This design comes from an exercise in tuning for small area on the open sky130 flow, not from production work.
Only simulation tests tie the RTL to the original design; equivalence was not proved.
Power is estimated from default activity; no workload was simulated.

Setup of rev 12:
Design APB_UART, start of the top module:
module APB_UART(
input         PCLK            ,  
input         PRST_N          ,  
input         PSEL            ,
input         PENABLE         ,
input         PWRITE          ,
input  [31:0] PADDR           ,
input  [31:0] PWDATA          ,
output [31:0] PRDATA          ,
output        IRQ             ,
input         Rxd_i           ,
input         ExtClk_i        ,
output        Txd_o
);
parameter    CTRL_ADDR    = 6'b000001;
parameter    STATUS_ADDR  = 6'b000010;
parameter    SCALER_ADDR  = 6'b000100;
parameter    RHOLD_ADDR   = 6'b001000;
parameter    THOLD_ADDR   = 6'b010000;
wire         Wr   = PSEL & PENABLE &  PWRITE;
wire         Rd   = PSEL & PENABLE & ~PWRITE;
wire         WrCtrl   = Wr & (PADDR[5:0] == CTRL_ADDR);
wire         WrStatus = Wr & (PADDR[5:0] == STATUS_ADDR);
wire         WrScaler = Wr & (PADDR[5:0] == SCALER_ADDR);
wire         WrThold  = Wr & (PADDR[5:0] == THOLD_ADDR);
wire         RdRhold  = Rd & (PADDR[5:0] == RHOLD_ADDR);
reg          RE, TE, PE, PS, ECE;
always @(posedge PCLK or negedge PRST_N) begin
    if (!PRST_N)
        {RE,TE,PE,PS,ECE} <= 5'b0;
    else if (WrCtrl)
        {RE,TE,PE,PS,ECE} <= PWDATA[4:0];
end
reg    [31:0]SCALER;
reg          ScVld;
reg          CntVld;
reg          ExtClkQ;
always @(posedge PCLK) begin
    if (WrScaler) SCALER <= PWDATA;
end
always @(posedge PCLK or negedge PRST_N) begin
    if (!PRST_N)       ScVld <= 1'b0;
    else if (WrScaler) ScVld <= 1'b1;
end
reg    [31:0]NCnt;
wire   [32:0]Carry;
assign Carry[0] = 1'b1;
genvar gi;
generate
    for (gi = 0; gi < 32; gi = gi + 1) begin : g_carry
        assign Carry[gi+1] = Carry[gi] & NCnt[gi];
    end
endgenerate
wire         CntZero = ~CntVld | Carry[32];
always @(posedge PCLK) begin
    if (CntZero) NCnt <= ~SCALER;
    else         NCnt <= NCnt ^ Carry[31:0];
end
always @(posedge PCLK or negedge PRST_N) begin
    if (!PRST_N)      CntVld <= 1'b0;
    else if (CntZero) CntVld <= ScVld;
end
always @(posedge PCLK or negedge PRST_N) begin
    if (!PRST_N) ExtClkQ <= 1'b0;
    else         ExtClkQ <= ExtClk_i;
end
  ...
Size: about 270 flip-flops, ~110 I/O pins, ~0.011 mm^2 of cells after synthesis.
export LEC_CHECK = 0
export CAP_MARGIN = 20
export CORE_MARGIN = 2
export CORE_UTILIZATION = 65
export SLEW_MARGIN = 20
create_clock -name core_clock -period 10.0 [get_ports {PCLK}]
standard.sh (not shown) runs the stock make flow with config.mk's settings and CLKGATE_MAP_FILE= SYNTH_SCRIPT=/design/flow/synth_recipe.tcl, a recipe that flattens the netlist after the stock synthesis.
==> flow/flow/run.sh <==
#!/bin/bash
# Standard ORFS layout (the standard.sh, unchanged synthesis), with
# buf_1 port buffers and a clock tree of clustered clkbuf_4 buffers.
set -o pipefail
export BUFFER_PORTS_ARGS="-buffer_cell sky130_fd_sc_hd__buf_1"
export CTS_ARGS="-sink_clustering_enable -repair_clock_nets -buf_list sky130_fd_sc_hd__clkbuf_4 -dont_use_dummy_load -sink_clustering_size 10 -sink_clustering_max_diameter 60"
bash standard.sh > standard.log 2>&1
diff inputs: rev 12 => rev 13
--- a/flow/design.v
+++ b/flow/design.v
@@ -30,34 +30,34 @@
         {RE,TE,PE,PS,ECE} <= 5'b0;
     else if (WrCtrl)
         {RE,TE,PE,PS,ECE} <= PWDATA[4:0];
 end
 reg    [31:0]SCALER;
 reg          ScVld;
+reg    [31:0]ScalerCnt;
 reg          CntVld;
 reg          ExtClkQ;
 always @(posedge PCLK) begin
     if (WrScaler) SCALER <= PWDATA;
 end
 always @(posedge PCLK or negedge PRST_N) begin
     if (!PRST_N)       ScVld <= 1'b0;
     else if (WrScaler) ScVld <= 1'b1;
 end
-reg    [31:0]NCnt;
-wire   [32:0]Carry;
-assign Carry[0] = 1'b1;
+wire   [32:0]Borrow;
+assign Borrow[0] = 1'b1;
 genvar gi;
 generate
-    for (gi = 0; gi < 32; gi = gi + 1) begin : g_carry
-        assign Carry[gi+1] = Carry[gi] & NCnt[gi];
+    for (gi = 0; gi < 32; gi = gi + 1) begin : g_borrow
+        assign Borrow[gi+1] = Borrow[gi] & ~ScalerCnt[gi];
     end
 endgenerate
-wire         CntZero = ~CntVld | Carry[32];
+wire         CntZero = ~CntVld | Borrow[32];
 always @(posedge PCLK) begin
-    if (CntZero) NCnt <= ~SCALER;
-    else         NCnt <= NCnt ^ Carry[31:0];
+    if (CntZero) ScalerCnt <= SCALER;
+    else         ScalerCnt <= ScalerCnt ^ Borrow[31:0];
 end
 always @(posedge PCLK or negedge PRST_N) begin
     if (!PRST_N)      CntVld <= 1'b0;
     else if (CntZero) CntVld <= ScVld;
 end
 always @(posedge PCLK or negedge PRST_N) begin
@@ -73,12 +73,13 @@
 reg    [ 7:0]RShift;
 reg          RSEmpty;
 reg          RxDataParity;
 reg    [ 2:0]RRAddr, RWAddr;
 reg          RWrap;
 reg    [ 3:0]RCnt;
+reg    [ 7:0]RHold[0:7];
 wire         iRFifoFull  = RCnt[3];
 wire         StartToggle = ~Rxd & RxdQ;
 wire         StartRxIdle   = (StateRxStart & RxTick & Rxd) | (StateRxStop & RxTick);
 wire         StartRxStart  = RE & StateRxIdle & StartToggle;
 wire         StartRxData   = StateRxStart & RxTick & ~Rxd;
 wire         StartRxParity = PE & StateRxData & RxTick & ~RShift[0];
@@ -139,18 +140,17 @@
         RxState <= 3'b011;
     else if (StartRxStop)
         RxState <= 3'b100;
 end
 always @(posedge PCLK) begin
     if (StartRxStart) begin
+        RShift       <= 8'hFF;
         RxDataParity <= PS;
     end
     else if (RxTick) begin
-        if (StateRxStart)
-            RShift <= {Rxd, 7'h7F};
-        if (StateRxData)
+        if (StateRxStart | StateRxData)
             RShift <= {Rxd, RShift[7:1]};
         if (StateRxData | StateRxParity)
             RxDataParity <= RxDataParity ^ Rxd;
     end
 end
 always @(posedge PCLK or negedge PRST_N) begin
@@ -159,38 +159,15 @@
     else if (StartRxStart)
         RSEmpty <= 1'b0;
     else if ((StateRxIdle & ~iRFifoFull) | (StateRxStart & StartRxIdle) |
              (StopTick & (~Rxd | (~RxDataParity & ~iRFifoFull))))
         RSEmpty <= 1'b1;
 end
-reg    [63:0]RRing;
-reg    [ 2:0]RPh;
-reg          RPend;
-wire   [ 2:0]RWEntry = RPend ? RWAddr - 1'b1 : RWAddr;
-wire   [ 2:0]RWStage = RWEntry + RPh;
-wire         RWrNow  = (RWrite | RPend) & (&RWStage[1:0]);
-always @(posedge PCLK or negedge PRST_N) begin
-    if (!PRST_N) begin
-        RPh   <= 3'b0;
-        RPend <= 1'b0;
-    end
-    else begin
-        RPh   <= RPh + 1'b1;
-        RPend <= (RWrite | RPend) & ~RWrNow;
-    end
-end
 always @(posedge PCLK) begin
-    RRing[ 7: 0] <= (RWrNow &  RWStage[2]) ? RShift : RRing[63:56];
-    RRing[31: 8] <= RRing[23: 0];
-    RRing[39:32] <= (RWrNow & ~RWStage[2]) ? RShift : RRing[31:24];
-    RRing[63:40] <= RRing[55:32];
-end
-wire   [ 2:0]RRStage = RRAddr + RPh;
-wire   [ 7:0]RRingOut = RRing[RRStage*8 +: 8];
-wire         RBypass  = RPend & (RRAddr == RWAddr - 1'b1);
-wire   [ 7:0]RHoldOut = RBypass ? RShift : RRingOut;
+    if (RWrite) RHold[RWAddr] <= RShift;
+end
 always @(posedge PCLK or negedge PRST_N) begin
     if (!PRST_N) begin
         RWAddr <= 3'b0;
         RWrap  <= 1'b0;
     end
     else if (RWrite) begin
@@ -331,12 +308,12 @@
     if (!PRST_N) iIRQ <= 1'b0;
     else         iIRQ <= iRFifoFull | iTFifoFull | StopTick;
 end
 wire         RdSel = Rd;
 assign PRDATA[31:8] = (RdSel & (PADDR[5:0] == SCALER_ADDR) & ScVld) ? SCALER[31:8] : 24'b0;
 assign PRDATA[7:0]  = ((RdSel & (PADDR[5:0] == SCALER_ADDR) & ScVld) ? SCALER[7:0] : 8'b0) |
-                      ((RdSel & (PADDR[5:0] == RHOLD_ADDR) & RHoldVld) ? RHoldOut : 8'b0) |
+                      ((RdSel & (PADDR[5:0] == RHOLD_ADDR) & RHoldVld) ? RHold[RRAddr] : 8'b0) |
                       ((RdSel & (PADDR[5:0] == CTRL_ADDR)) ? {3'b0,RE,TE,PE,PS,ECE} : 8'b0) |
                       ((RdSel & (PADDR[5:0] == STATUS_ADDR)) ? {4'b0,FrmErr,BreakReceive,OverRun,ParityErr} : 8'b0);
 assign IRQ   = iIRQ;
 assign Txd_o = Txd;
 endmodule
Findings:
| total power per unit cell area | rev 12 vs rev 13 | ≈ equal |
Synthesis-to-finish area growth ended up 0.29 points higher on rev 13 than on rev 12.
[compare] base=rev 12 new=rev 13: storage element area went up 460 um^2, utilization has decreased, iteration-0 DRC count of the detailed router shrank by about 26%.

afterwards: timing with drivers on the ports:
Ports are ideal in the flow. The routed layouts listed here were re-timed in OpenROAD. Step 1 (the two cells are an assumption about what drives the block):
set clk [get_ports {PCLK}]
set_driving_cell -lib_cell sky130_fd_sc_hd__clkbuf_16 $clk
set_driving_cell -lib_cell sky130_fd_sc_hd__buf_2 [delete_from_list [all_inputs] $clk]
Step 2, shift: input delay + t, output delay - t, t = (earliest + latest rising clock arrival at the registers) / 2. This alone moves slack from input paths to output paths. a / b / c = no drivers / after step 1 / after step 2; a / b = the first two.
run | t, ns | slack for setup (ns) | worst hold slack (ns) | worst register clock-pin slew, ns
rev 12 | 0.668 | 2.966 / 2.966 / 2.966 | 0.320 / 0.320 / 0.320 | 0.11 / 0.11
rev 13 | 0.684 | 2.157 / 2.157 / 2.157 | 0.362 / 0.362 / 0.362 | 0.12 / 0.12
After both steps setup and hold are still met in every run listed.
